Source: an optimization exercise on an open RTL-to-GDS flow (aim: small area, a short achievable clock period and few clock cycles per item). Production flows keep margins and buffers that such runs may drop. The RTL was checked by simulation tests, not by an equivalence proof against the original design. Power figures rest on the tool's default switching activity, not on a simulated workload.

==> flow/design.v (outline; a module is shown in full before it is edited, if it fits) <==
// module mult: 2462 lines
// module mult_fa: 4 lines
// module mult_benc: 4 lines
// module mult_ha: 4 lines
module mult (
    input clock, reset, start,
    input DATA rs1, rs2,
    input MULT_FUNC func,
    output DATA result,
    output done
);
  // ...
==> flow/flow/run.sh <==
#!/bin/bash
# The standard layout (the standard.sh: ORFS synthesis through finish), except
# that the port buffers buffer_ports inserts are plain buf_2 cells rather than the
# delay cells it picks by default. Make's full output goes to flow_make.log.
set -euo pipefail
bash standard.sh BUFFER_PORTS_ARGS="-buffer_cell sky130_fd_sc_hd__buf_2" finish > flow_make.log 2>&1
==> flow/standard.sh <==
#!/bin/bash
# synth_recipe.tcl (not shown) runs the flow's synth.tcl, then flattens the netlist and writes it again
# the make line also repeats each setting of config.mk as NAME=value (left out here)
make -C /OpenROAD-flow-scripts/flow DESIGN_CONFIG=/design/flow/config.mk WORK_HOME=/design/flow/orfs CLKGATE_MAP_FILE= SYNTH_SCRIPT=/design/flow/synth_recipe.tcl "${@:-finish}"
==> flow/config.mk <==
export PLATFORM = sky130hd
export DESIGN_NAME = mult
export DESIGN_NICKNAME = mult
export VERILOG_FILES = /design/flow/design.v
export SDC_FILE = /design/flow/constraint.sdc
export NUM_CORES = 4
export LEC_CHECK = 0
export ABC_AREA = 1
export CAP_MARGIN = 20
export CORE_MARGIN = 2
export CORE_UTILIZATION = 60
export PLACE_DENSITY = 0.7
export SETUP_SLACK_MARGIN = 4.0
export SLEW_MARGIN = 20
export SYNTH_HIERARCHICAL = 1
export TNS_END_PERCENT = 0
==> flow/constraint.sdc <==
create_clock -name core_clock -period 9.0 [get_ports {clock}]
set_input_delay 1.8000 -clock core_clock [delete_from_list [all_inputs] [get_ports {clock}]]
set_output_delay 1.8000 -clock core_clock [all_outputs]
set_load 0.01 [all_outputs]
==> impl_metrics.csv, run 1 <==
group,metric,value,unit
run_status,outcome,"finished clean",
die,chipHeight,215,um
final_layout,final_nets,3552,
die,die_area,0.0464,mm^2
global_route,global_route.usage.met2,63.6,%
sta,final-max-slew-violation-count,0,
final_layout,drive_above_1_share,13.7,%
worst_setup_path,worst_setup_path_end_kind,"flip-flop",
clock_network,ctsHtreeMaxLevel,4,
die,initial_utilization,60.7,%
synth,syn-cell-area,0.0268,mm^2
worst_setup_path,setup.worst_path.class,"input pin to flip-flop",
worst_setup_path,timing.critical_path.from_type,"input pin",
final_layout,clock_buffer_cells,19,
synth,post_synth_num_cell_types,43,
clock_network,cts-root-buf,"clkbuf_16",
hold_path,worst_hold_path.endpoint,"done_q$_SDFF_PP0_",
synth,synth_ff_type,"dfxtp_1",
clock_network,cts-buffers-inserted,17,
worst_setup_path,cp_common_cell,"fa_1",
run,max-cap-violations,0,
worst_setup_path,path_depth,11,
final_layout,seq-cell-share,9.13,%
drt,postRouteWirelength,96800,um
drt,wl_met3,11900,um
clock_network,clk_pin_slew,0.07,ns
sta,setup_slack,3.88,ns
Testbench counts, summed over its fixed seeds: cycles 24,000, ops 24,000.
==> inputs of run 2 (changes only) <==
--- a/flow/design.v
+++ b/flow/design.v
@@ -1617,303 +1617,303 @@
     mult_fa u_fa226 (.a(c416), .b(c418), .c(c420), .s(s451), .co(c452));
     mult_fa u_fa227 (.a(s439), .b(s441), .c(s443), .s(s453), .co(c454));
     mult_fa u_fa228 (.a(s445), .b(s447), .c(c424), .s(s455), .co(c456));
     mult_fa u_fa229 (.a(c422), .b(c426), .c(s449), .s(s457), .co(c458));
     mult_fa u_fa230 (.a(c428), .b(s451), .c(s453), .s(s459), .co(c460));
     mult_fa u_fa231 (.a(c430), .b(s455), .c(c432), .s(s461), .co(c462));
     mult_fa u_fa232 (.a(s457), .b(s459), .c(c434), .s(s463), .co(c464));
     mult_ha u_ha233 (.a(s461), .b(c436), .s(s465), .co(c466));
-    mult_fa u_fa234 (.a(pp0[32]), .b(pp1[30]), .c(pp2[28]), .s(s467), .co(c468));
-    mult_fa u_fa235 (.a(pp3[26]), .b(pp4[24]), .c(pp5[22]), .s(s469), .co(c470));
-    mult_fa u_fa236 (.a(pp6[20]), .b(pp7[18]), .c(pp8[16]), .s(s471), .co(c472));
-    mult_fa u_fa237 (.a(pp9[14]), .b(pp10[12]), .c(pp11[10]), .s(s473), .co(c474));
-    mult_fa u_fa238 (.a(pp12[8]), .b(pp13[6]), .c(pp14[4]), .s(s475), .co(c476));
-    mult_fa u_fa239 (.a(pp15[2]), .b(pp16[0]), .c(c440), .s(s477), .co(c478));
+    mult_fa u_fa234 (.a(pp1[30]), .b(pp2[28]), .c(pp3[26]), .s(s467), .co(c468));
+    mult_fa u_fa235 (.a(pp4[24]), .b(pp5[22]), .c(pp6[20]), .s(s469), .co(c470));
+    mult_fa u_fa236 (.a(pp7[18]), .b(pp8[16]), .c(pp9[14]), .s(s471), .co(c472));
+    mult_fa u_fa237 (.a(pp10[12]), .b(pp11[10]), .c(pp12[8]), .s(s473), .co(c474));
+    mult_fa u_fa238 (.a(pp13[6]), .b(pp14[4]), .c(pp15[2]), .s(s475), .co(c476));
+    mult_fa u_fa239 (.a(pp16[0]), .b(pp0[32]), .c(c440), .s(s477), .co(c478));
     mult_fa u_fa240 (.a(c442), .b(c444), .c(c446), .s(s479), .co(c480));
     mult_fa u_fa241 (.a(c448), .b(s467), .c(s469), .s(s481), .co(c482));
     mult_fa u_fa242 (.a(s471), .b(s473), .c(s475), .s(s483), .co(c484));
     mult_fa u_fa243 (.a(c450), .b(c452), .c(c454), .s(s485), .co(c486));
-    mult_fa u_fa244 (.a(s479), .b(s477), .c(s481), .s(s487), .co(c488));
+    mult_fa u_fa244 (.a(s477), .b(s479), .c(s481), .s(s487), .co(c488));
     mult_fa u_fa245 (.a(s483), .b(c456), .c(c458), .s(s489), .co(c490));
     mult_fa u_fa246 (.a(s485), .b(c460), .c(s487), .s(s491), .co(c492));
     mult_fa u_fa247 (.a(c462), .b(s489), .c(s491), .s(s493), .co(c494));
-    assign s495 = ~(~pp0[33] ^ pp1[31]);
-    assign c496 = ~pp0[33] | pp1[31];
-    mult_fa u_fa248 (.a(pp2[29]), .b(pp3[27]), .c(pp4[25]), .s(s497), .co(c498));
-    mult_fa u_fa249 (.a(pp5[23]), .b(pp6[21]), .c(pp7[19]), .s(s499), .co(c500));
-    mult_fa u_fa250 (.a(pp8[17]), .b(pp9[15]), .c(pp10[13]), .s(s501), .co(c502));
-    mult_fa u_fa251 (.a(pp11[11]), .b(pp12[9]), .c(pp13[7]), .s(s503), .co(c504));
-    mult_fa u_fa252 (.a(pp14[5]), .b(pp15[3]), .c(pp16[1]), .s(s505), .co(c506));
-    mult_fa u_fa253 (.a(s495), .b(c468), .c(c470), .s(s507), .co(c508));
+    assign s495 = ~(pp1[31] ^ pp2[29]);
+    assign c496 = pp1[31] | pp2[29];
+    mult_fa u_fa248 (.a(pp3[27]), .b(pp4[25]), .c(pp5[23]), .s(s497), .co(c498));
+    mult_fa u_fa249 (.a(pp6[21]), .b(pp7[19]), .c(pp8[17]), .s(s499), .co(c500));
+    mult_fa u_fa250 (.a(pp9[15]), .b(pp10[13]), .c(pp11[11]), .s(s501), .co(c502));
+    mult_fa u_fa251 (.a(pp12[9]), .b(pp13[7]), .c(pp14[5]), .s(s503), .co(c504));
+    mult_fa u_fa252 (.a(pp15[3]), .b(pp16[1]), .c(s495), .s(s505), .co(c506));
+    mult_fa u_fa253 (.a(~pp0[33]), .b(c468), .c(c470), .s(s507), .co(c508));
     mult_fa u_fa254 (.a(c472), .b(c474), .c(c476), .s(s509), .co(c510));
     mult_fa u_fa255 (.a(s497), .b(s499), .c(s501), .s(s511), .co(c512));
-    mult_fa u_fa256 (.a(s503), .b(s505), .c(c480), .s(s513), .co(c514));
-    mult_fa u_fa257 (.a(c478), .b(s507), .c(c482), .s(s515), .co(c516));
+    mult_fa u_fa256 (.a(s503), .b(s505), .c(c478), .s(s513), .co(c514));
+    mult_fa u_fa257 (.a(c480), .b(s507), .c(c482), .s(s515), .co(c516));
     mult_fa u_fa258 (.a(c484), .b(s509), .c(s511), .s(s517), .co(c518));
     mult_fa u_fa259 (.a(c486), .b(s513), .c(s515), .s(s519), .co(c520));
     mult_fa u_fa260 (.a(c488), .b(s517), .c(c490), .s(s521), .co(c522));
     mult_ha u_ha261 (.a(c492), .b(s519), .s(s523), .co(c524));
-    assign s525 = ~(pp1[32] ^ pp2[30]);
-    assign c526 = pp1[32] | pp2[30];
-    mult_fa u_fa262 (.a(pp3[28]), .b(pp4[26]), .c(pp5[24]), .s(s527), .co(c528));
-    mult_fa u_fa263 (.a(pp6[22]), .b(pp7[20]), .c(pp8[18]), .s(s529), .co(c530));
-    mult_fa u_fa264 (.a(pp9[16]), .b(pp10[14]), .c(pp11[12]), .s(s531), .co(c532));
-    mult_fa u_fa265 (.a(pp12[10]), .b(pp13[8]), .c(pp14[6]), .s(s533), .co(c534));
-    mult_fa u_fa266 (.a(pp15[4]), .b(pp16[2]), .c(c496), .s(s535), .co(c536));
-    mult_fa u_fa267 (.a(s525), .b(c498), .c(c500), .s(s537), .co(c538));
-    mult_fa u_fa268 (.a(c502), .b(c504), .c(c506), .s(s539), .co(c540));
-    mult_fa u_fa269 (.a(s527), .b(s529), .c(s531), .s(s541), .co(c542));
-    mult_fa u_fa270 (.a(s533), .b(s535), .c(c508), .s(s543), .co(c544));
+    assign s525 = ~(pp2[30] ^ pp3[28]);
+    assign c526 = pp2[30] | pp3[28];
+    mult_fa u_fa262 (.a(pp4[26]), .b(pp5[24]), .c(pp6[22]), .s(s527), .co(c528));
+    mult_fa u_fa263 (.a(pp7[20]), .b(pp8[18]), .c(pp9[16]), .s(s529), .co(c530));
+    mult_fa u_fa264 (.a(pp10[14]), .b(pp11[12]), .c(pp12[10]), .s(s531), .co(c532));
+    mult_fa u_fa265 (.a(pp13[8]), .b(pp14[6]), .c(pp15[4]), .s(s533), .co(c534));
+    mult_fa u_fa266 (.a(pp16[2]), .b(c496), .c(s525), .s(s535), .co(c536));
+    mult_fa u_fa267 (.a(pp1[32]), .b(c498), .c(c500), .s(s537), .co(c538));
+    mult_fa u_fa268 (.a(c502), .b(c504), .c(s527), .s(s539), .co(c540));
+    mult_fa u_fa269 (.a(s529), .b(s531), .c(s533), .s(s541), .co(c542));
+    mult_fa u_fa270 (.a(c506), .b(s535), .c(c508), .s(s543), .co(c544));
     mult_fa u_fa271 (.a(c510), .b(s537), .c(c512), .s(s545), .co(c546));
     mult_fa u_fa272 (.a(s539), .b(s541), .c(c514), .s(s547), .co(c548));
     mult_fa u_fa273 (.a(c516), .b(s543), .c(s545), .s(s549), .co(c550));
     mult_fa u_fa274 (.a(c518), .b(s547), .c(c520), .s(s551), .co(c552));
     mult_ha u_ha275 (.a(s549), .b(c524), .s(s553), .co(c554));
-    mult_fa u_fa276 (.a(~pp1[33]), .b(pp2[31]), .c(pp3[29]), .s(s555), .co(c556));
-    mult_fa u_fa277 (.a(pp4[27]), .b(pp5[25]), .c(pp6[23]), .s(s557), .co(c558));
-    mult_fa u_fa278 (.a(pp7[21]), .b(pp8[19]), .c(pp9[17]), .s(s559), .co(c560));
-    mult_fa u_fa279 (.a(pp10[15]), .b(pp11[13]), .c(pp12[11]), .s(s561), .co(c562));
-    mult_fa u_fa280 (.a(pp13[9]), .b(pp14[7]), .c(pp15[5]), .s(s563), .co(c564));
-    mult_fa u_fa281 (.a(pp16[3]), .b(c526), .c(c528), .s(s565), .co(c566));
+    mult_fa u_fa276 (.a(pp2[31]), .b(pp3[29]), .c(pp4[27]), .s(s555), .co(c556));
+    mult_fa u_fa277 (.a(pp5[25]), .b(pp6[23]), .c(pp7[21]), .s(s557), .co(c558));
+    mult_fa u_fa278 (.a(pp8[19]), .b(pp9[17]), .c(pp10[15]), .s(s559), .co(c560));
+    mult_fa u_fa279 (.a(pp11[13]), .b(pp12[11]), .c(pp13[9]), .s(s561), .co(c562));
+    mult_fa u_fa280 (.a(pp14[7]), .b(pp15[5]), .c(pp16[3]), .s(s563), .co(c564));
+    mult_fa u_fa281 (.a(c526), .b(~pp1[33]), .c(c528), .s(s565), .co(c566));
     mult_fa u_fa282 (.a(c530), .b(c532), .c(c534), .s(s567), .co(c568));
     mult_fa u_fa283 (.a(s555), .b(s557), .c(s559), .s(s569), .co(c570));
     mult_fa u_fa284 (.a(s561), .b(s563), .c(c536), .s(s571), .co(c572));
-    mult_fa u_fa285 (.a(c538), .b(c540), .c(c542), .s(s573), .co(c574));
-    mult_fa u_fa286 (.a(s565), .b(s567), .c(s569), .s(s575), .co(c576));
+    mult_fa u_fa285 (.a(c538), .b(s565), .c(c540), .s(s573), .co(c574));
+    mult_fa u_fa286 (.a(c542), .b(s567), .c(s569), .s(s575), .co(c576));
     mult_fa u_fa287 (.a(s571), .b(c544), .c(c546), .s(s577), .co(c578));
     mult_fa u_fa288 (.a(s573), .b(s575), .c(c548), .s(s579), .co(c580));
     mult_fa u_fa289 (.a(c550), .b(s577), .c(s579), .s(s581), .co(c582));
-    assign s583 = ~(pp2[32] ^ pp3[30]);
-    assign c584 = pp2[32] | pp3[30];
-    mult_fa u_fa290 (.a(pp4[28]), .b(pp5[26]), .c(pp6[24]), .s(s585), .co(c586));
-    mult_fa u_fa291 (.a(pp7[22]), .b(pp8[20]), .c(pp9[18]), .s(s587), .co(c588));
-    mult_fa u_fa292 (.a(pp10[16]), .b(pp11[14]), .c(pp12[12]), .s(s589), .co(c590));
-    mult_fa u_fa293 (.a(pp13[10]), .b(pp14[8]), .c(pp15[6]), .s(s591), .co(c592));
-    mult_fa u_fa294 (.a(pp16[4]), .b(s583), .c(c556), .s(s593), .co(c594));
+    assign s583 = ~(pp3[30] ^ pp4[28]);
+    assign c584 = pp3[30] | pp4[28];
+    mult_fa u_fa290 (.a(pp5[26]), .b(pp6[24]), .c(pp7[22]), .s(s585), .co(c586));
+    mult_fa u_fa291 (.a(pp8[20]), .b(pp9[18]), .c(pp10[16]), .s(s587), .co(c588));
+    mult_fa u_fa292 (.a(pp11[14]), .b(pp12[12]), .c(pp13[10]), .s(s589), .co(c590));
+    mult_fa u_fa293 (.a(pp14[8]), .b(pp15[6]), .c(pp16[4]), .s(s591), .co(c592));
+    mult_fa u_fa294 (.a(s583), .b(pp2[32]), .c(c556), .s(s593), .co(c594));
     mult_fa u_fa295 (.a(c558), .b(c560), .c(c562), .s(s595), .co(c596));
     mult_fa u_fa296 (.a(c564), .b(s585), .c(s587), .s(s597), .co(c598));
     mult_fa u_fa297 (.a(s589), .b(s591), .c(c566), .s(s599), .co(c600));
-    mult_fa u_fa298 (.a(c568), .b(c570), .c(s595), .s(s601), .co(c602));
-    mult_fa u_fa299 (.a(s593), .b(s597), .c(c572), .s(s603), .co(c604));
+    mult_fa u_fa298 (.a(c568), .b(s593), .c(c570), .s(s601), .co(c602));
+    mult_fa u_fa299 (.a(s595), .b(s597), .c(c572), .s(s603), .co(c604));
     mult_fa u_fa300 (.a(c574), .b(s599), .c(s601), .s(s605), .co(c606));
     mult_fa u_fa301 (.a(c576), .b(s603), .c(c578), .s(s607), .co(c608));
     mult_ha u_ha302 (.a(s605), .b(c580), .s(s609), .co(c610));
-    mult_fa u_fa303 (.a(~pp2[33]), .b(pp3[31]), .c(pp4[29]), .s(s611), .co(c612));
-    mult_fa u_fa304 (.a(pp5[27]), .b(pp6[25]), .c(pp7[23]), .s(s613), .co(c614));
-    mult_fa u_fa305 (.a(pp8[21]), .b(pp9[19]), .c(pp10[17]), .s(s615), .co(c616));
-    mult_fa u_fa306 (.a(pp11[15]), .b(pp12[13]), .c(pp13[11]), .s(s617), .co(c618));
-    mult_fa u_fa307 (.a(pp14[9]), .b(pp15[7]), .c(pp16[5]), .s(s619), .co(c620));
-    mult_fa u_fa308 (.a(c584), .b(c586), .c(c588), .s(s621), .co(c622));
+    mult_fa u_fa303 (.a(pp3[31]), .b(pp4[29]), .c(pp5[27]), .s(s611), .co(c612));
+    mult_fa u_fa304 (.a(pp6[25]), .b(pp7[23]), .c(pp8[21]), .s(s613), .co(c614));
+    mult_fa u_fa305 (.a(pp9[19]), .b(pp10[17]), .c(pp11[15]), .s(s615), .co(c616));
+    mult_fa u_fa306 (.a(pp12[13]), .b(pp13[11]), .c(pp14[9]), .s(s617), .co(c618));
+    mult_fa u_fa307 (.a(pp15[7]), .b(pp16[5]), .c(c584), .s(s619), .co(c620));
+    mult_fa u_fa308 (.a(~pp2[33]), .b(c586), .c(c588), .s(s621), .co(c622));
     mult_fa u_fa309 (.a(c590), .b(c592), .c(s611), .s(s623), .co(c624));
     mult_fa u_fa310 (.a(s613), .b(s615), .c(s617), .s(s625), .co(c626));
-    mult_fa u_fa311 (.a(s619), .b(c596), .c(c594), .s(s627), .co(c628));
+    mult_fa u_fa311 (.a(s619), .b(c594), .c(c596), .s(s627), .co(c628));
     mult_fa u_fa312 (.a(s621), .b(c598), .c(s625), .s(s629), .co(c630));
     mult_fa u_fa313 (.a(s623), .b(c600), .c(c602), .s(s631), .co(c632));
     mult_fa u_fa314 (.a(s627), .b(s629), .c(c604), .s(s633), .co(c634));
     mult_fa u_fa315 (.a(c606), .b(s631), .c(s633), .s(s635), .co(c636));
-    assign s637 = ~(pp3[32] ^ pp4[30]);
-    assign c638 = pp3[32] | pp4[30];
-    mult_fa u_fa316 (.a(pp5[28]), .b(pp6[26]), .c(pp7[24]), .s(s639), .co(c640));
-    mult_fa u_fa317 (.a(pp8[22]), .b(pp9[20]), .c(pp10[18]), .s(s641), .co(c642));
-    mult_fa u_fa318 (.a(pp11[16]), .b(pp12[14]), .c(pp13[12]), .s(s643), .co(c644));
-    mult_fa u_fa319 (.a(pp14[10]), .b(pp15[8]), .c(pp16[6]), .s(s645), .co(c646));
-    mult_fa u_fa320 (.a(s637), .b(c612), .c(c614), .s(s647), .co(c648));
-    mult_fa u_fa321 (.a(c616), .b(c618), .c(c620), .s(s649), .co(c650));
-    mult_fa u_fa322 (.a(s639), .b(s641), .c(s643), .s(s651), .co(c652));
+    assign s637 = ~(pp4[30] ^ pp5[28]);
+    assign c638 = pp4[30] | pp5[28];
+    mult_fa u_fa316 (.a(pp6[26]), .b(pp7[24]), .c(pp8[22]), .s(s639), .co(c640));
+    mult_fa u_fa317 (.a(pp9[20]), .b(pp10[18]), .c(pp11[16]), .s(s641), .co(c642));
+    mult_fa u_fa318 (.a(pp12[14]), .b(pp13[12]), .c(pp14[10]), .s(s643), .co(c644));
+    mult_fa u_fa319 (.a(pp15[8]), .b(pp16[6]), .c(s637), .s(s645), .co(c646));
+    mult_fa u_fa320 (.a(pp3[32]), .b(c612), .c(c614), .s(s647), .co(c648));
+    mult_fa u_fa321 (.a(c616), .b(c618), .c(s639), .s(s649), .co(c650));
+    mult_fa u_fa322 (.a(s641), .b(s643), .c(c620), .s(s651), .co(c652));
     mult_fa u_fa323 (.a(s645), .b(c622), .c(s647), .s(s653), .co(c654));
     mult_fa u_fa324 (.a(c626), .b(c624), .c(s649), .s(s655), .co(c656));
-    mult_fa u_fa325 (.a(s651), .b(c628), .c(c630), .s(s657), .co(c658));
-    mult_fa u_fa326 (.a(s653), .b(s655), .c(c632), .s(s659), .co(c660));
+    mult_fa u_fa325 (.a(s651), .b(c628), .c(s653), .s(s657), .co(c658));
+    mult_fa u_fa326 (.a(c630), .b(s655), .c(c632), .s(s659), .co(c660));
     mult_ha u_ha327 (.a(s657), .b(c634), .s(s661), .co(c662));
-    mult_fa u_fa328 (.a(~pp3[33]), .b(pp4[31]), .c(pp5[29]), .s(s663), .co(c664));
-    mult_fa u_fa329 (.a(pp6[27]), .b(pp7[25]), .c(pp8[23]), .s(s665), .co(c666));
-    mult_fa u_fa330 (.a(pp9[21]), .b(pp10[19]), .c(pp11[17]), .s(s667), .co(c668));
-    mult_fa u_fa331 (.a(pp12[15]), .b(pp13[13]), .c(pp14[11]), .s(s669), .co(c670));
-    mult_fa u_fa332 (.a(pp15[9]), .b(pp16[7]), .c(c638), .s(s671), .co(c672));
+    mult_fa u_fa328 (.a(pp4[31]), .b(pp5[29]), .c(pp6[27]), .s(s663), .co(c664));
+    mult_fa u_fa329 (.a(pp7[25]), .b(pp8[23]), .c(pp9[21]), .s(s665), .co(c666));
+    mult_fa u_fa330 (.a(pp10[19]), .b(pp11[17]), .c(pp12[15]), .s(s667), .co(c668));
+    mult_fa u_fa331 (.a(pp13[13]), .b(pp14[11]), .c(pp15[9]), .s(s669), .co(c670));
+    mult_fa u_fa332 (.a(pp16[7]), .b(c638), .c(~pp3[33]), .s(s671), .co(c672));
     mult_fa u_fa333 (.a(c640), .b(c642), .c(c644), .s(s673), .co(c674));
-    mult_fa u_fa334 (.a(c646), .b(s663), .c(s665), .s(s675), .co(c676));
-    mult_fa u_fa335 (.a(s667), .b(s669), .c(s671), .s(s677), .co(c678));
-    mult_fa u_fa336 (.a(c648), .b(c650), .c(c652), .s(s679), .co(c680));
-    mult_fa u_fa337 (.a(s673), .b(s675), .c(s677), .s(s681), .co(c682));
-    mult_fa u_fa338 (.a(c654), .b(c656), .c(s679), .s(s683), .co(c684));
+    mult_fa u_fa334 (.a(s663), .b(s665), .c(s667), .s(s675), .co(c676));
+    mult_fa u_fa335 (.a(s669), .b(c646), .c(s671), .s(s677), .co(c678));
+    mult_fa u_fa336 (.a(c648), .b(c650), .c(s673), .s(s679), .co(c680));
+    mult_fa u_fa337 (.a(s675), .b(c652), .c(s677), .s(s681), .co(c682));
+    mult_fa u_fa338 (.a(c654), .b(s679), .c(c656), .s(s683), .co(c684));
     mult_fa u_fa339 (.a(s681), .b(c658), .c(s683), .s(s685), .co(c686));
-    assign s687 = ~(pp4[32] ^ pp5[30]);
-    assign c688 = pp4[32] | pp5[30];
-    mult_fa u_fa340 (.a(pp6[28]), .b(pp7[26]), .c(pp8[24]), .s(s689), .co(c690));
-    mult_fa u_fa341 (.a(pp9[22]), .b(pp10[20]), .c(pp11[18]), .s(s691), .co(c692));
-    mult_fa u_fa342 (.a(pp12[16]), .b(pp13[14]), .c(pp14[12]), .s(s693), .co(c694));
-    mult_fa u_fa343 (.a(pp15[10]), .b(pp16[8]), .c(s687), .s(s695), .co(c696));
+    assign s687 = ~(pp5[30] ^ pp6[28]);
+    assign c688 = pp5[30] | pp6[28];
+    mult_fa u_fa340 (.a(pp7[26]), .b(pp8[24]), .c(pp9[22]), .s(s689), .co(c690));
+    mult_fa u_fa341 (.a(pp10[20]), .b(pp11[18]), .c(pp12[16]), .s(s691), .co(c692));
+    mult_fa u_fa342 (.a(pp13[14]), .b(pp14[12]), .c(pp15[10]), .s(s693), .co(c694));
+    mult_fa u_fa343 (.a(pp16[8]), .b(s687), .c(pp4[32]), .s(s695), .co(c696));
     mult_fa u_fa344 (.a(c664), .b(c666), .c(c668), .s(s697), .co(c698));
     mult_fa u_fa345 (.a(c670), .b(s689), .c(s691), .s(s699), .co(c700));
     mult_fa u_fa346 (.a(s693), .b(c672), .c(s695), .s(s701), .co(c702));
-    mult_fa u_fa347 (.a(c674), .b(s697), .c(c676), .s(s703), .co(c704));
+    mult_fa u_fa347 (.a(c674), .b(c676), .c(s697), .s(s703), .co(c704));
     mult_fa u_fa348 (.a(s699), .b(c678), .c(s701), .s(s705), .co(c706));
     mult_fa u_fa349 (.a(c680), .b(s703), .c(c682), .s(s707), .co(c708));
     mult_ha u_ha350 (.a(s705), .b(c684), .s(s709), .co(c710));
-    mult_fa u_fa351 (.a(~pp4[33]), .b(pp5[31]), .c(pp6[29]), .s(s711), .co(c712));
-    mult_fa u_fa352 (.a(pp7[27]), .b(pp8[25]), .c(pp9[23]), .s(s713), .co(c714));
-    mult_fa u_fa353 (.a(pp10[21]), .b(pp11[19]), .c(pp12[17]), .s(s715), .co(c716));
-    mult_fa u_fa354 (.a(pp13[15]), .b(pp14[13]), .c(pp15[11]), .s(s717), .co(c718));
-    mult_fa u_fa355 (.a(pp16[9]), .b(c688), .c(c690), .s(s719), .co(c720));
+    mult_fa u_fa351 (.a(pp5[31]), .b(pp6[29]), .c(pp7[27]), .s(s711), .co(c712));
+    mult_fa u_fa352 (.a(pp8[25]), .b(pp9[23]), .c(pp10[21]), .s(s713), .co(c714));
+    mult_fa u_fa353 (.a(pp11[19]), .b(pp12[17]), .c(pp13[15]), .s(s715), .co(c716));
+    mult_fa u_fa354 (.a(pp14[13]), .b(pp15[11]), .c(pp16[9]), .s(s717), .co(c718));
+    mult_fa u_fa355 (.a(c688), .b(~pp4[33]), .c(c690), .s(s719), .co(c720));
     mult_fa u_fa356 (.a(c692), .b(c694), .c(s711), .s(s721), .co(c722));
     mult_fa u_fa357 (.a(s713), .b(s715), .c(s717), .s(s723), .co(c724));
-    mult_fa u_fa358 (.a(c696), .b(c698), .c(c700), .s(s725), .co(c726));
-    mult_fa u_fa359 (.a(s719), .b(s721), .c(s723), .s(s727), .co(c728));
+    mult_fa u_fa358 (.a(c696), .b(c698), .c(s719), .s(s725), .co(c726));
+    mult_fa u_fa359 (.a(c700), .b(s721), .c(s723), .s(s727), .co(c728));
     mult_fa u_fa360 (.a(c702), .b(c704), .c(s725), .s(s729), .co(c730));
     mult_fa u_fa361 (.a(s727), .b(c706), .c(s729), .s(s731), .co(c732));
-    assign s733 = ~(pp5[32] ^ pp6[30]);
-    assign c734 = pp5[32] | pp6[30];
-    mult_fa u_fa362 (.a(pp7[28]), .b(pp8[26]), .c(pp9[24]), .s(s735), .co(c736));
-    mult_fa u_fa363 (.a(pp10[22]), .b(pp11[20]), .c(pp12[18]), .s(s737), .co(c738));
-    mult_fa u_fa364 (.a(pp13[16]), .b(pp14[14]), .c(pp15[12]), .s(s739), .co(c740));
-    mult_fa u_fa365 (.a(pp16[10]), .b(s733), .c(c712), .s(s741), .co(c742));
+    assign s733 = ~(pp6[30] ^ pp7[28]);
+    assign c734 = pp6[30] | pp7[28];
+    mult_fa u_fa362 (.a(pp8[26]), .b(pp9[24]), .c(pp10[22]), .s(s735), .co(c736));
+    mult_fa u_fa363 (.a(pp11[20]), .b(pp12[18]), .c(pp13[16]), .s(s737), .co(c738));
+    mult_fa u_fa364 (.a(pp14[14]), .b(pp15[12]), .c(pp16[10]), .s(s739), .co(c740));
+    mult_fa u_fa365 (.a(s733), .b(pp5[32]), .c(c712), .s(s741), .co(c742));
     mult_fa u_fa366 (.a(c714), .b(c716), .c(c718), .s(s743), .co(c744));
     mult_fa u_fa367 (.a(s735), .b(s737), .c(s739), .s(s745), .co(c746));
-    mult_fa u_fa368 (.a(c720), .b(c722), .c(s741), .s(s747), .co(c748));
+    mult_fa u_fa368 (.a(c720), .b(s741), .c(c722), .s(s747), .co(c748));
     mult_fa u_fa369 (.a(c724), .b(s743), .c(s745), .s(s749), .co(c750));
     mult_fa u_fa370 (.a(c726), .b(s747), .c(c728), .s(s751), .co(c752));
     mult_ha u_ha371 (.a(s749), .b(c730), .s(s753), .co(c754));
-    mult_fa u_fa372 (.a(~pp5[33]), .b(pp6[31]), .c(pp7[29]), .s(s755), .co(c756));
-    mult_fa u_fa373 (.a(pp8[27]), .b(pp9[25]), .c(pp10[23]), .s(s757), .co(c758));
-    mult_fa u_fa374 (.a(pp11[21]), .b(pp12[19]), .c(pp13[17]), .s(s759), .co(c760));
-    mult_fa u_fa375 (.a(pp14[15]), .b(pp15[13]), .c(pp16[11]), .s(s761), .co(c762));
-    mult_fa u_fa376 (.a(c734), .b(c736), .c(c738), .s(s763), .co(c764));
+    mult_fa u_fa372 (.a(pp6[31]), .b(pp7[29]), .c(pp8[27]), .s(s755), .co(c756));
+    mult_fa u_fa373 (.a(pp9[25]), .b(pp10[23]), .c(pp11[21]), .s(s757), .co(c758));
+    mult_fa u_fa374 (.a(pp12[19]), .b(pp13[17]), .c(pp14[15]), .s(s759), .co(c760));
+    mult_fa u_fa375 (.a(pp15[13]), .b(pp16[11]), .c(c734), .s(s761), .co(c762));
+    mult_fa u_fa376 (.a(~pp5[33]), .b(c736), .c(c738), .s(s763), .co(c764));
     mult_fa u_fa377 (.a(c740), .b(s755), .c(s757), .s(s765), .co(c766));
     mult_fa u_fa378 (.a(s759), .b(s761), .c(c742), .s(s767), .co(c768));
     mult_fa u_fa379 (.a(c744), .b(s763), .c(c746), .s(s769), .co(c770));
     mult_fa u_fa380 (.a(s765), .b(c748), .c(s767), .s(s771), .co(c772));
     mult_fa u_fa381 (.a(s769), .b(c750), .c(c752), .s(s773), .co(c774));
-    assign s775 = ~(pp6[32] ^ pp7[30]);
-    assign c776 = pp6[32] | pp7[30];
-    mult_fa u_fa382 (.a(pp8[28]), .b(pp9[26]), .c(pp10[24]), .s(s777), .co(c778));
-    mult_fa u_fa383 (.a(pp11[22]), .b(pp12[20]), .c(pp13[18]), .s(s779), .co(c780));
-    mult_fa u_fa384 (.a(pp14[16]), .b(pp15[14]), .c(pp16[12]), .s(s781), .co(c782));
-    mult_fa u_fa385 (.a(s775), .b(c756), .c(c758), .s(s783), .co(c784));
-    mult_fa u_fa386 (.a(c760), .b(c762), .c(s777), .s(s785), .co(c786));
-    mult_fa u_fa387 (.a(s779), .b(s781), .c(c764), .s(s787), .co(c788));
+    assign s775 = ~(pp7[30] ^ pp8[28]);
+    assign c776 = pp7[30] | pp8[28];
+    mult_fa u_fa382 (.a(pp9[26]), .b(pp10[24]), .c(pp11[22]), .s(s777), .co(c778));
+    mult_fa u_fa383 (.a(pp12[20]), .b(pp13[18]), .c(pp14[16]), .s(s779), .co(c780));
+    mult_fa u_fa384 (.a(pp15[14]), .b(pp16[12]), .c(s775), .s(s781), .co(c782));
+    mult_fa u_fa385 (.a(pp6[32]), .b(c756), .c(c758), .s(s783), .co(c784));
+    mult_fa u_fa386 (.a(c760), .b(s777), .c(s779), .s(s785), .co(c786));
+    mult_fa u_fa387 (.a(c762), .b(s781), .c(c764), .s(s787), .co(c788));
     mult_fa u_fa388 (.a(s783), .b(c766), .c(s785), .s(s789), .co(c790));
     mult_fa u_fa389 (.a(c768), .b(c770), .c(s787), .s(s791), .co(c792));
     mult_ha u_ha390 (.a(s789), .b(c772), .s(s793), .co(c794));
-    mult_fa u_fa391 (.a(~pp6[33]), .b(pp7[31]), .c(pp8[29]), .s(s795), .co(c796));
-    mult_fa u_fa392 (.a(pp9[27]), .b(pp10[25]), .c(pp11[23]), .s(s797), .co(c798));
-    mult_fa u_fa393 (.a(pp12[21]), .b(pp13[19]), .c(pp14[17]), .s(s799), .co(c800));
-    mult_fa u_fa394 (.a(pp15[15]), .b(pp16[13]), .c(c776), .s(s801), .co(c802));
-    mult_fa u_fa395 (.a(c778), .b(c780), .c(c782), .s(s803), .co(c804));
-    mult_fa u_fa396 (.a(s795), .b(s797), .c(s799), .s(s805), .co(c806));
+    mult_fa u_fa391 (.a(pp7[31]), .b(pp8[29]), .c(pp9[27]), .s(s795), .co(c796));
+    mult_fa u_fa392 (.a(pp10[25]), .b(pp11[23]), .c(pp12[21]), .s(s797), .co(c798));
+    mult_fa u_fa393 (.a(pp13[19]), .b(pp14[17]), .c(pp15[15]), .s(s799), .co(c800));
+    mult_fa u_fa394 (.a(pp16[13]), .b(c776), .c(~pp6[33]), .s(s801), .co(c802));
+    mult_fa u_fa395 (.a(c778), .b(c780), .c(s795), .s(s803), .co(c804));
+    mult_fa u_fa396 (.a(s797), .b(s799), .c(c782), .s(s805), .co(c806));
     mult_fa u_fa397 (.a(s801), .b(c784), .c(c786), .s(s807), .co(c808));
     mult_fa u_fa398 (.a(s803), .b(s805), .c(c788), .s(s809), .co(c810));
-    mult_fa u_fa399 (.a(c790), .b(s807), .c(s809), .s(s811), .co(c812));
-    assign s813 = ~(pp7[32] ^ pp8[30]);
-    assign c814 = pp7[32] | pp8[30];
-    mult_fa u_fa400 (.a(pp9[28]), .b(pp10[26]), .c(pp11[24]), .s(s815), .co(c816));
-    mult_fa u_fa401 (.a(pp12[22]), .b(pp13[20]), .c(pp14[18]), .s(s817), .co(c818));
-    mult_fa u_fa402 (.a(pp15[16]), .b(pp16[14]), .c(s813), .s(s819), .co(c820));
+    mult_fa u_fa399 (.a(s807), .b(c790), .c(c792), .s(s811), .co(c812));
+    assign s813 = ~(pp8[30] ^ pp9[28]);
+    assign c814 = pp8[30] | pp9[28];
+    mult_fa u_fa400 (.a(pp10[26]), .b(pp11[24]), .c(pp12[22]), .s(s815), .co(c816));
+    mult_fa u_fa401 (.a(pp13[20]), .b(pp14[18]), .c(pp15[16]), .s(s817), .co(c818));
+    mult_fa u_fa402 (.a(pp16[14]), .b(s813), .c(pp7[32]), .s(s819), .co(c820));
     mult_fa u_fa403 (.a(c796), .b(c798), .c(c800), .s(s821), .co(c822));
     mult_fa u_fa404 (.a(s815), .b(s817), .c(c802), .s(s823), .co(c824));
-    mult_fa u_fa405 (.a(s819), .b(c804), .c(c806), .s(s825), .co(c826));
-    mult_fa u_fa406 (.a(s821), .b(s823), .c(c808), .s(s827), .co(c828));
+    mult_fa u_fa405 (.a(s819), .b(c804), .c(s821), .s(s825), .co(c826));
+    mult_fa u_fa406 (.a(c806), .b(s823), .c(c808), .s(s827), .co(c828));
     mult_ha u_ha407 (.a(s825), .b(c810), .s(s829), .co(c830));
     mult_fa u_fa408 (.a(s827), .b(s829), .c(c812), .s(s831), .co(c832));
-    mult_fa u_fa409 (.a(~pp7[33]), .b(pp8[31]), .c(pp9[29]), .s(s833), .co(c834));
-    mult_fa u_fa410 (.a(pp10[27]), .b(pp11[25]), .c(pp12[23]), .s(s835), .co(c836));
-    mult_fa u_fa411 (.a(pp13[21]), .b(pp14[19]), .c(pp15[17]), .s(s837), .co(c838));
-    mult_fa u_fa412 (.a(pp16[15]), .b(c814), .c(c816), .s(s839), .co(c840));
+    mult_fa u_fa409 (.a(pp8[31]), .b(pp9[29]), .c(pp10[27]), .s(s833), .co(c834));
+    mult_fa u_fa410 (.a(pp11[25]), .b(pp12[23]), .c(pp13[21]), .s(s835), .co(c836));
+    mult_fa u_fa411 (.a(pp14[19]), .b(pp15[17]), .c(pp16[15]), .s(s837), .co(c838));
+    mult_fa u_fa412 (.a(c814), .b(~pp7[33]), .c(c816), .s(s839), .co(c840));
     mult_fa u_fa413 (.a(c818), .b(s833), .c(s835), .s(s841), .co(c842));
     mult_fa u_fa414 (.a(s837), .b(c820), .c(c822), .s(s843), .co(c844));
     mult_fa u_fa415 (.a(s839), .b(s841), .c(c824), .s(s845), .co(c846));
     mult_fa u_fa416 (.a(c826), .b(s843), .c(s845), .s(s847), .co(c848));
     mult_ha u_ha417 (.a(c828), .b(c830), .s(s849), .co(c850));
-    assign s851 = ~(pp8[32] ^ pp9[30]);
-    assign c852 = pp8[32] | pp9[30];
-    mult_fa u_fa418 (.a(pp10[28]), .b(pp11[26]), .c(pp12[24]), .s(s853), .co(c854));
-    mult_fa u_fa419 (.a(pp13[22]), .b(pp14[20]), .c(pp15[18]), .s(s855), .co(c856));
-    mult_fa u_fa420 (.a(pp16[16]), .b(s851), .c(c834), .s(s857), .co(c858));
+    assign s851 = ~(pp9[30] ^ pp10[28]);
+    assign c852 = pp9[30] | pp10[28];
+    mult_fa u_fa418 (.a(pp11[26]), .b(pp12[24]), .c(pp13[22]), .s(s853), .co(c854));
+    mult_fa u_fa419 (.a(pp14[20]), .b(pp15[18]), .c(pp16[16]), .s(s855), .co(c856));
+    mult_fa u_fa420 (.a(s851), .b(pp8[32]), .c(c834), .s(s857), .co(c858));
     mult_fa u_fa421 (.a(c836), .b(c838), .c(s853), .s(s859), .co(c860));
-    mult_fa u_fa422 (.a(s855), .b(c840), .c(c842), .s(s861), .co(c862));
-    mult_fa u_fa423 (.a(s857), .b(s859), .c(c844), .s(s863), .co(c864));
+    mult_fa u_fa422 (.a(s855), .b(c840), .c(s857), .s(s861), .co(c862));
+    mult_fa u_fa423 (.a(c842), .b(s859), .c(c844), .s(s863), .co(c864));
     mult_fa u_fa424 (.a(s861), .b(c846), .c(s863), .s(s865), .co(c866));
-    mult_fa u_fa425 (.a(~pp8[33]), .b(pp9[31]), .c(pp10[29]), .s(s867), .co(c868));
-    mult_fa u_fa426 (.a(pp11[27]), .b(pp12[25]), .c(pp13[23]), .s(s869), .co(c870));
-    mult_fa u_fa427 (.a(pp14[21]), .b(pp15[19]), .c(pp16[17]), .s(s871), .co(c872));
-    mult_fa u_fa428 (.a(c852), .b(c854), .c(c856), .s(s873), .co(c874));
+    mult_fa u_fa425 (.a(pp9[31]), .b(pp10[29]), .c(pp11[27]), .s(s867), .co(c868));
+    mult_fa u_fa426 (.a(pp12[25]), .b(pp13[23]), .c(pp14[21]), .s(s869), .co(c870));
+    mult_fa u_fa427 (.a(pp15[19]), .b(pp16[17]), .c(c852), .s(s871), .co(c872));
+    mult_fa u_fa428 (.a(~pp8[33]), .b(c854), .c(c856), .s(s873), .co(c874));
     mult_fa u_fa429 (.a(s867), .b(s869), .c(s871), .s(s875), .co(c876));
     mult_fa u_fa430 (.a(c858), .b(s873), .c(c860), .s(s877), .co(c878));
     mult_fa u_fa431 (.a(s875), .b(c862), .c(s877), .s(s879), .co(c880));
     mult_fa u_fa432 (.a(c864), .b(s879), .c(c866), .s(s881), .co(c882));
-    assign s883 = ~(pp9[32] ^ pp10[30]);
-    assign c884 = pp9[32] | pp10[30];
-    mult_fa u_fa433 (.a(pp11[28]), .b(pp12[26]), .c(pp13[24]), .s(s885), .co(c886));
-    mult_fa u_fa434 (.a(pp14[22]), .b(pp15[20]), .c(pp16[18]), .s(s887), .co(c888));
-    mult_fa u_fa435 (.a(s883), .b(c868), .c(c870), .s(s889), .co(c890));
-    mult_fa u_fa436 (.a(c872), .b(s885), .c(s887), .s(s891), .co(c892));
+    assign s883 = ~(pp10[30] ^ pp11[28]);
+    assign c884 = pp10[30] | pp11[28];
+    mult_fa u_fa433 (.a(pp12[26]), .b(pp13[24]), .c(pp14[22]), .s(s885), .co(c886));
+    mult_fa u_fa434 (.a(pp15[20]), .b(pp16[18]), .c(s883), .s(s887), .co(c888));
+    mult_fa u_fa435 (.a(pp9[32]), .b(c868), .c(c870), .s(s889), .co(c890));
+    mult_fa u_fa436 (.a(s885), .b(c872), .c(s887), .s(s891), .co(c892));
     mult_fa u_fa437 (.a(c874), .b(s889), .c(c876), .s(s893), .co(c894));
     mult_fa u_fa438 (.a(s891), .b(c878), .c(s893), .s(s895), .co(c896));
-    mult_fa u_fa439 (.a(~pp9[33]), .b(pp10[31]), .c(pp11[29]), .s(s897), .co(c898));
-    mult_fa u_fa440 (.a(pp12[27]), .b(pp13[25]), .c(pp14[23]), .s(s899), .co(c900));
-    mult_fa u_fa441 (.a(pp15[21]), .b(pp16[19]), .c(c884), .s(s901), .co(c902));
-    mult_fa u_fa442 (.a(c886), .b(c888), .c(s897), .s(s903), .co(c904));
-    mult_fa u_fa443 (.a(s899), .b(s901), .c(c890), .s(s905), .co(c906));
-    mult_fa u_fa444 (.a(c892), .b(s903), .c(c894), .s(s907), .co(c908));
-    mult_fa u_fa445 (.a(s905), .b(c896), .c(s907), .s(s909), .co(c910));
-    assign s911 = ~(pp10[32] ^ pp11[30]);
-    assign c912 = pp10[32] | pp11[30];
-    mult_fa u_fa446 (.a(pp12[28]), .b(pp13[26]), .c(pp14[24]), .s(s913), .co(c914));
-    mult_fa u_fa447 (.a(pp15[22]), .b(pp16[20]), .c(s911), .s(s915), .co(c916));
+    mult_fa u_fa439 (.a(pp10[31]), .b(pp11[29]), .c(pp12[27]), .s(s897), .co(c898));
+    mult_fa u_fa440 (.a(pp13[25]), .b(pp14[23]), .c(pp15[21]), .s(s899), .co(c900));
+    mult_fa u_fa441 (.a(pp16[19]), .b(c884), .c(~pp9[33]), .s(s901), .co(c902));
+    mult_fa u_fa442 (.a(c886), .b(s897), .c(s899), .s(s903), .co(c904));
+    mult_fa u_fa443 (.a(c888), .b(s901), .c(c890), .s(s905), .co(c906));
+    mult_fa u_fa444 (.a(s903), .b(c892), .c(s905), .s(s907), .co(c908));
+    mult_fa u_fa445 (.a(c894), .b(s907), .c(c896), .s(s909), .co(c910));
+    assign s911 = ~(pp11[30] ^ pp12[28]);
+    assign c912 = pp11[30] | pp12[28];
+    mult_fa u_fa446 (.a(pp13[26]), .b(pp14[24]), .c(pp15[22]), .s(s913), .co(c914));
+    mult_fa u_fa447 (.a(pp16[20]), .b(s911), .c(pp10[32]), .s(s915), .co(c916));
     mult_fa u_fa448 (.a(c898), .b(c900), .c(s913), .s(s917), .co(c918));
     mult_fa u_fa449 (.a(c902), .b(s915), .c(c904), .s(s919), .co(c920));
     mult_fa u_fa450 (.a(s917), .b(c906), .c(s919), .s(s921), .co(c922));
-    mult_fa u_fa451 (.a(~pp10[33]), .b(pp11[31]), .c(pp12[29]), .s(s923), .co(c924));
-    mult_fa u_fa452 (.a(pp13[27]), .b(pp14[25]), .c(pp15[23]), .s(s925), .co(c926));
-    mult_fa u_fa453 (.a(pp16[21]), .b(c912), .c(c914), .s(s927), .co(c928));
+    mult_fa u_fa451 (.a(pp11[31]), .b(pp12[29]), .c(pp13[27]), .s(s923), .co(c924));
+    mult_fa u_fa452 (.a(pp14[25]), .b(pp15[23]), .c(pp16[21]), .s(s925), .co(c926));
+    mult_fa u_fa453 (.a(c912), .b(~pp10[33]), .c(c914), .s(s927), .co(c928));
     mult_fa u_fa454 (.a(s923), .b(s925), .c(c916), .s(s929), .co(c930));
-    mult_fa u_fa455 (.a(c918), .b(s927), .c(s929), .s(s931), .co(c932));
+    mult_fa u_fa455 (.a(s927), .b(c918), .c(s929), .s(s931), .co(c932));
     mult_fa u_fa456 (.a(c920), .b(s931), .c(c922), .s(s933), .co(c934));
-    assign s935 = ~(pp11[32] ^ pp12[30]);
-    assign c936 = pp11[32] | pp12[30];
-    mult_fa u_fa457 (.a(pp13[28]), .b(pp14[26]), .c(pp15[24]), .s(s937), .co(c938));
-    mult_fa u_fa458 (.a(pp16[22]), .b(s935), .c(c924), .s(s939), .co(c940));
+    assign s935 = ~(pp12[30] ^ pp13[28]);
+    assign c936 = pp12[30] | pp13[28];
+    mult_fa u_fa457 (.a(pp14[26]), .b(pp15[24]), .c(pp16[22]), .s(s937), .co(c938));
+    mult_fa u_fa458 (.a(s935), .b(pp11[32]), .c(c924), .s(s939), .co(c940));
     mult_fa u_fa459 (.a(c926), .b(s937), .c(c928), .s(s941), .co(c942));
     mult_fa u_fa460 (.a(s939), .b(c930), .c(s941), .s(s943), .co(c944));
-    mult_fa u_fa461 (.a(~pp11[33]), .b(pp12[31]), .c(pp13[29]), .s(s945), .co(c946));
-    mult_fa u_fa462 (.a(pp14[27]), .b(pp15[25]), .c(pp16[23]), .s(s947), .co(c948));
-    mult_fa u_fa463 (.a(c936), .b(c938), .c(s945), .s(s949), .co(c950));
+    mult_fa u_fa461 (.a(pp12[31]), .b(pp13[29]), .c(pp14[27]), .s(s945), .co(c946));
+    mult_fa u_fa462 (.a(pp15[25]), .b(pp16[23]), .c(c936), .s(s947), .co(c948));
+    mult_fa u_fa463 (.a(~pp11[33]), .b(c938), .c(s945), .s(s949), .co(c950));
     mult_fa u_fa464 (.a(s947), .b(c940), .c(s949), .s(s951), .co(c952));
     mult_fa u_fa465 (.a(c942), .b(s951), .c(c944), .s(s953), .co(c954));
-    assign s955 = ~(pp12[32] ^ pp13[30]);
-    assign c956 = pp12[32] | pp13[30];
-    mult_fa u_fa466 (.a(pp14[28]), .b(pp15[26]), .c(pp16[24]), .s(s957), .co(c958));
-    mult_fa u_fa467 (.a(s955), .b(c946), .c(c948), .s(s959), .co(c960));
+    assign s955 = ~(pp13[30] ^ pp14[28]);
+    assign c956 = pp13[30] | pp14[28];
+    mult_fa u_fa466 (.a(pp15[26]), .b(pp16[24]), .c(s955), .s(s957), .co(c958));
+    mult_fa u_fa467 (.a(pp12[32]), .b(c946), .c(c948), .s(s959), .co(c960));
     mult_fa u_fa468 (.a(s957), .b(c950), .c(s959), .s(s961), .co(c962));
     mult_fa u_fa469 (.a(c952), .b(s961), .c(c954), .s(s963), .co(c964));
-    mult_fa u_fa470 (.a(~pp12[33]), .b(pp13[31]), .c(pp14[29]), .s(s965), .co(c966));
-    mult_fa u_fa471 (.a(pp15[27]), .b(pp16[25]), .c(c956), .s(s967), .co(c968));
-    mult_fa u_fa472 (.a(c958), .b(s965), .c(s967), .s(s969), .co(c970));
+    mult_fa u_fa470 (.a(pp13[31]), .b(pp14[29]), .c(pp15[27]), .s(s965), .co(c966));
+    mult_fa u_fa471 (.a(pp16[25]), .b(c956), .c(~pp12[33]), .s(s967), .co(c968));
+    mult_fa u_fa472 (.a(s965), .b(c958), .c(s967), .s(s969), .co(c970));
     mult_ha u_ha473 (.a(c960), .b(s969), .s(s971), .co(c972));
-    assign s973 = ~(pp13[32] ^ pp14[30]);
-    assign c974 = pp13[32] | pp14[30];
-    mult_fa u_fa474 (.a(pp15[28]), .b(pp16[26]), .c(s973), .s(s975), .co(c976));
+    assign s973 = ~(pp14[30] ^ pp15[28]);
+    assign c974 = pp14[30] | pp15[28];
+    mult_fa u_fa474 (.a(pp16[26]), .b(s973), .c(pp13[32]), .s(s975), .co(c976));
     mult_fa u_fa475 (.a(c966), .b(c968), .c(s975), .s(s977), .co(c978));
     mult_fa u_fa476 (.a(c970), .b(s977), .c(c972), .s(s979), .co(c980));
-    mult_fa u_fa477 (.a(~pp13[33]), .b(pp14[31]), .c(pp15[29]), .s(s981), .co(c982));
-    mult_fa u_fa478 (.a(pp16[27]), .b(c974), .c(s981), .s(s983), .co(c984));
+    mult_fa u_fa477 (.a(pp14[31]), .b(pp15[29]), .c(pp16[27]), .s(s981), .co(c982));
+    mult_fa u_fa478 (.a(c974), .b(~pp13[33]), .c(s981), .s(s983), .co(c984));
     mult_ha u_ha479 (.a(c976), .b(s983), .s(s985), .co(c986));
     mult_fa u_fa480 (.a(c978), .b(s985), .c(c980), .s(s987), .co(c988));
-    assign s989 = ~(pp14[32] ^ pp15[30]);
-    assign c990 = pp14[32] | pp15[30];
-    mult_fa u_fa481 (.a(pp16[28]), .b(s989), .c(c982), .s(s991), .co(c992));
+    assign s989 = ~(pp15[30] ^ pp16[28]);
+    assign c990 = pp15[30] | pp16[28];
+    mult_fa u_fa481 (.a(s989), .b(pp14[32]), .c(c982), .s(s991), .co(c992));
     mult_ha u_ha482 (.a(c984), .b(s991), .s(s993), .co(c994));
-    mult_fa u_fa483 (.a(~pp14[33]), .b(pp15[31]), .c(pp16[29]), .s(s995), .co(c996));
-    mult_ha u_ha484 (.a(c990), .b(s995), .s(s997), .co(c998));
-    mult_fa u_fa485 (.a(s997), .b(c992), .c(c994), .s(s999), .co(c1000));
-    assign s1001 = ~(pp15[32] ^ pp16[30]);
-    assign c1002 = pp15[32] | pp16[30];
+    mult_fa u_fa483 (.a(pp15[31]), .b(pp16[29]), .c(c990), .s(s995), .co(c996));
+    mult_ha u_ha484 (.a(~pp14[33]), .b(s995), .s(s997), .co(c998));
+    mult_fa u_fa485 (.a(c992), .b(s997), .c(c994), .s(s999), .co(c1000));
+    assign s1001 = ~(pp16[30] ^ pp15[32]);
+    assign c1002 = pp16[30] | pp15[32];
     mult_ha u_ha486 (.a(s1001), .b(c996), .s(s1003), .co(c1004));
     mult_fa u_fa487 (.a(s1003), .b(c998), .c(c1000), .s(s1005), .co(c1006));
-    mult_fa u_fa488 (.a(~pp15[33]), .b(pp16[31]), .c(c1002), .s(s1007), .co(c1008));
+    mult_fa u_fa488 (.a(pp16[31]), .b(~pp15[33]), .c(c1002), .s(s1007), .co(c1008));
     mult_fa u_fa489 (.a(c1004), .b(s1007), .c(c1006), .s(s1009), .co(c1010));
     logic q0_0;
     logic q0_1;
     logic q0_2;
     logic q0_3;
     logic q0_4;
     logic q0_5;
     logic q0_6;
@@ -2080,23 +2080,23 @@
         q0_31 <= s463;
         q0_32 <= c464;
         q0_33 <= s523;
         q0_34 <= c522;
         q0_35 <= c552;
         q0_36 <= s607;
         q0_37 <= c608;
         q0_38 <= s661;
-        q0_39 <= c662;
-        q0_40 <= s707;
-        q0_41 <= c708;
+        q0_39 <= c660;
+        q0_40 <= s709;
+        q0_41 <= c710;
         q0_42 <= s751;
         q0_43 <= s771;
         q0_44 <= s791;
-        q0_45 <= c792;
+        q0_45 <= s809;
         q0_46 <= s831;
         q0_47 <= s847;
         q0_48 <= c848;
         q0_49 <= s881;
         q0_50 <= c880;
         q0_51 <= s909;
         q0_52 <= c908;
         q0_53 <= s933;
@@ -2126,19 +2126,19 @@
         q1_31 <= c438;
         q1_32 <= s493;
         q1_33 <= s521;
         q1_34 <= s551;
         q1_35 <= c554;
         q1_36 <= s609;
         q1_37 <= c610;
         q1_38 <= s659;
-        q1_39 <= c660;
-        q1_40 <= s709;
-        q1_41 <= c710;
+        q1_39 <= c662;
+        q1_40 <= s707;
+        q1_41 <= c708;
         q1_42 <= s753;
         q1_43 <= c754;
         q1_44 <= s793;
         q1_45 <= c794;
         q1_47 <= s849;
         q1_48 <= c850;
         q1_50 <= s895;
         q1_52 <= s921;
==> run 2 against run 1 <==
Compared with the run above: die area barely moved; sequential share of layout area fell by 0.36 points; fmax rose by 1.2%; synthesized cell count fell by 0.20%; combinational power rose by 7%; non-clock buffer count rose by 23; cell count rose by 0.60%; setup slack improved by 0.062 ns; critical path depth rose by 1; global-route usage rose by 5.1 points; final area rose by 4.2%; critical path type unchanged; critical endpoint unchanged; largest power group unchanged.
==> impl_metrics.csv, run 2 <==
group,metric,value,unit
worst_setup_path,setup.worst_path.class,"input pin to flip-flop",
sta,setup_violations,0,
drt,topRoutingLayerUsed,"met4",
place,globalplace.congestion,1.01,
die,chipHeight,215,um
final_layout,most_common_cell_after_layout_fill_and_taps_aside,"o22ai_1",
global_route,globalRouteOverflowTotal,0,
synth,gate_count_post_synth,2924,
sta,period_minus_slack,5.06,ns
worst_setup_path,worst_setup_path_end_kind,"flip-flop",
drt,postRouteWirelength,108000,um
run,max-cap-violations,0,
synth,synth_compound_area_share,15.4,%
drt,wl_met2,45500,um
drt,drc_marker_count_from_the_first_detailed_route_iteration,3254,
final_layout,area_delta_synth_final,16.0,%
place,io_buffer_count,101,
sta,rsz0062_at_grt,"yes",
clock_network,cts-buffers-inserted,17,
sta,worst-slew-pin-transition,1.13,ns
final_layout,final_core_util,70.4,%
pwr,ir_drop,0.470,mV
clock_network,cts_hold_repair.buffers,0,
global_route,wire_length_of_the_first_global_routing_pass,154000,um
die,horizontal_die_dimension,215,um
clock_network,clk_pin_slew,0.06,ns
pwr,powerDensity,432,mW/mm^2
worst_setup_path,timing.critical_path.from_type,"input pin",
hold_path,worst_hold_check_path_type,"input pin to flip-flop",
die,die_area,0.0464,mm^2
synth,post_synth.cell_area_avg,9.17,um^2
synth,yosys.area.top_type_share,35.8,%
global_route,first_global_vias,25100,
worst_setup_path,worstPathArrival,5.43,ns
drt,wl_met3,16600,um
synth,syn-cell-area,0.0268,mm^2
final_layout,layout.cells.most_common_list,"o22ai_1, xnor2_1, fa_1, nand2_1, inv_1",
synth,synth_top_family_by_area,"adder cells",
drt,wire_per_inst,30.6,um
drt,remaining_drc_errors,0,
synth,synth_warnings,7,
hold_path,hp-start,"reset",
sta,timing.fmax,198,MHz
global_route,grt_start_max_net_pins,41,
final_layout,drive_above_1_share,16.9,%
synth,synth_top_cells_by_count,"xnor2_1, o22ai_1, fa_1, nand2_1, inv_1",
synth,synth-adder-area-share,41.1,%
synth,synth.yosys.seq_area_share,10.2,%
global_route,grt_util_all_layers,45.5,%
final_layout,final_nets,3574,
synth,async_reset_ff_share,0,%
worst_setup_path,required,9.37,ns
die,design.portCount,103,
worst_setup_path,crit_fanout,13,
sta,final.period_utilization,56.2,%
clock_network,clockBufferDepth,2,
die,initial_utilization,60.7,%
synth,synth_edf_count,0,
drt,route.detailed.vias_per_inst,7.02,
clock_network,cts_num_sinks,136,
sta,final.setup.tns,0,ns
pwr,power.leakage,0.0126,uW
drt,dr.pass1.iters,8,
hold_path,worst_hold_path.endpoint,"done_q$_SDFF_PP0_",
synth,post_synth_num_cell_types,41,
synth,ys_top_cells_by_area,"fa_1, xnor2_1, o22ai_1",
synth,yosys.area_share.xor_xnor,17.8,%
synth,synth_simple_gate_area_share,8.27,%
sta,final-hold-violation-count,0,
sta,final-max-slew-violation-count,0,
die,rows,77,
sta,timing.slew.headroom,24.5,%
synth,synth_ff_type,"dfxtp_1",
synth,ys_ff_latch,136,
die,fp.coreArea,0.0441,mm^2
drt,dr_total_vias,24700,
synth,yosys-mux-area-fraction,0,%
run_status,outcome,"finished clean",
clock_network,clock_tree_from_tritoncts,"built",
synth,synthDominantAreaCellType,"fa_1",
global_route,initial_antenna_violation_count,0,
hold_path,worst_hold_path.num_cells,2,
place,hpwlAfterDp,70700,um
drt,postRouteAntennaNets,0,
clock_network,ctsHtreeMaxLevel,4,
drt,wirelength_met1,36600,um
clock_network,cts-root-buf,"clkbuf_16",
synth,synth.most_common_cell,"xnor2_1",
-- run 2: cell types whose count changed in the layout (fill, tap and decap cells not counted), moves of 7 or more --
| cell | delta |
|---|---|
| o22ai_1 | -28 |
| buf_4 | +7 |
| o22ai_2 | +25 |
| clkbuf_4 | +18 |
| buf_2 | -17 |
| xnor2_2 | +11 |
| bufbuf_16 | +13 |
| xnor2_1 | -12 |
| nand2_1 | -22 |
| a21oi_4 | +8 |
| nand2_2 | +9 |
-- run 2: through the flow --
stage / instances / area [um^2] / power [uW] / hold slack, ns / setup WS (ns)
finish: 3517 / 31100 / 13400 / 1.46 / 3.94
global route: 3516 / 31100 / 14400 / 1.45 / 3.88
CTS: 3475 / 29800 / 12400 / 1.42 / 3.95
detailed placement: 3399 / 27600 / 11000 / 1.96 / 2.23
global placement: 3399 / 27600 / 10700 / 1.96 / 2.31
floorplan: 2926 / 27700 / 7770 / 1.87 / 3.98
-- run 2: worst max-delay path by stage --
stage | startpoint | endpoint | slack, ns | cells after the start
floorplan | rs2[1] | q0_27$_DFF_P_ | 3.98 | 10
detailed placement | rs2[17] | q0_46$_DFF_P_ | 2.23 | 15
CTS | q2_29$_DFF_P_ | result[1] | 3.95 | 13
global placement | rs2[17] | q0_46$_DFF_P_ | 2.31 | 15
finish | rs2[25] | q2_35$_DFF_P_ | 3.94 | 12
global route | q0_44$_DFF_P_ | result[19] | 3.88 | 13
-- run 2: area by class of cell --
class | count | area, um^2
clock inverter | 14 | 189
antenna | 1 | 2.50
sequential | 136 | 2730
timing repair buffer | 223 | 2570
clock buffer | 18 | 439
multi-input combinational | 2322 | 23600
tap | 592 | 741
inverter | 211 | 795
fill | 3353 | 13000
-- run 2: where the power goes --
part	switching, uW	internal (uW)	total [uW]
combinational	6680	4720	11400
sequential	167	1090	1250
clock	312	449	761
-- run 2: what timing repair did --
action                                  4_1_cts  5_1_grt
endpoints found under the setup margin      145       71
setup buffers                                21       29
endpoints found under the hold margin         0        0
pin swaps                                    20       35
gates resized for setup                     200      172
cloned                                       23       12
-- run 2: per-module statistics from Yosys, one instance, submodules excluded --
module	area (um^2)	flip-flops and latches	cells inside
mult_ha	12.5	0	1
mult_benc	28.8	0	6
mult	16200	136	2304
mult_fa	20.0	0	1
-- run 2: per-layer routing --
| metal | GRT usage [%] | vias up |
|---|---|---|
| met5 | 0.208 | - |
| met4 | 30.3 | 0 |
| met3 | 18.8 | 669 |
| met2 | 68.0 | 2284 |
| met1 | 53.9 | 11800 |
| li1 | - | 9898 |
-- run 2: logic make-up after synthesis --
logic type / Yosys count
and+or+nand+nor: 499
AOI/OAI and AO/OA: 668
adders and majority gates: 593
xor gates and xnor gates: 546
buffers and inverters: 481
DFF: 136
other: 1
-- run 2: worst max-delay path, cell delays in order --
cell and delay, ns:
buf_2 0.19, buf_12 0.19, nand2_1 0.06, nand2_1 0.16, nand2_4 0.15, buf_4 0.23
o22ai_1 0.25, fa_1 0.49, fa_1 0.44, fa_1 0.51, fa_1 0.54, fa_1 0.40
Testbench counts of run 2, summed over its fixed seeds: cycles 24,000, ops 24,000.

==> port drivers added, routing unchanged <==
How much do the figures lean on ideal ports? The routed layouts below were timed once more, with nothing changed but the port constraints.
Step 1 sets driving cells, clkbuf_16 on the clock port and buf_2 on the other inputs (assumed; they add their load-dependent delay and slew).
Step 2, shift: input delay + t, output delay - t, t = (earliest + latest rising clock arrival at the registers) / 2. This alone moves slack from input paths to output paths.
Slacks: ideal / step 1 / step 2; pairs: ideal / step 1.
run | shift t [ns] | slack for setup (ns) | clock arrival spread, ns | worst slew at a driven data input, ns
run 1 | 0.522 | 3.877 / 3.856 / 3.334 | 0.014 / 0.014 | 0.12
run 2 | 0.542 | 3.939 / 3.925 / 3.411 | 0.011 / 0.011 | 0.07
After both steps setup and hold are still met in every run listed. The setup slack of run 1, which loses most, moves by -0.021 ns with the drivers and by -0.543 ns with both steps.
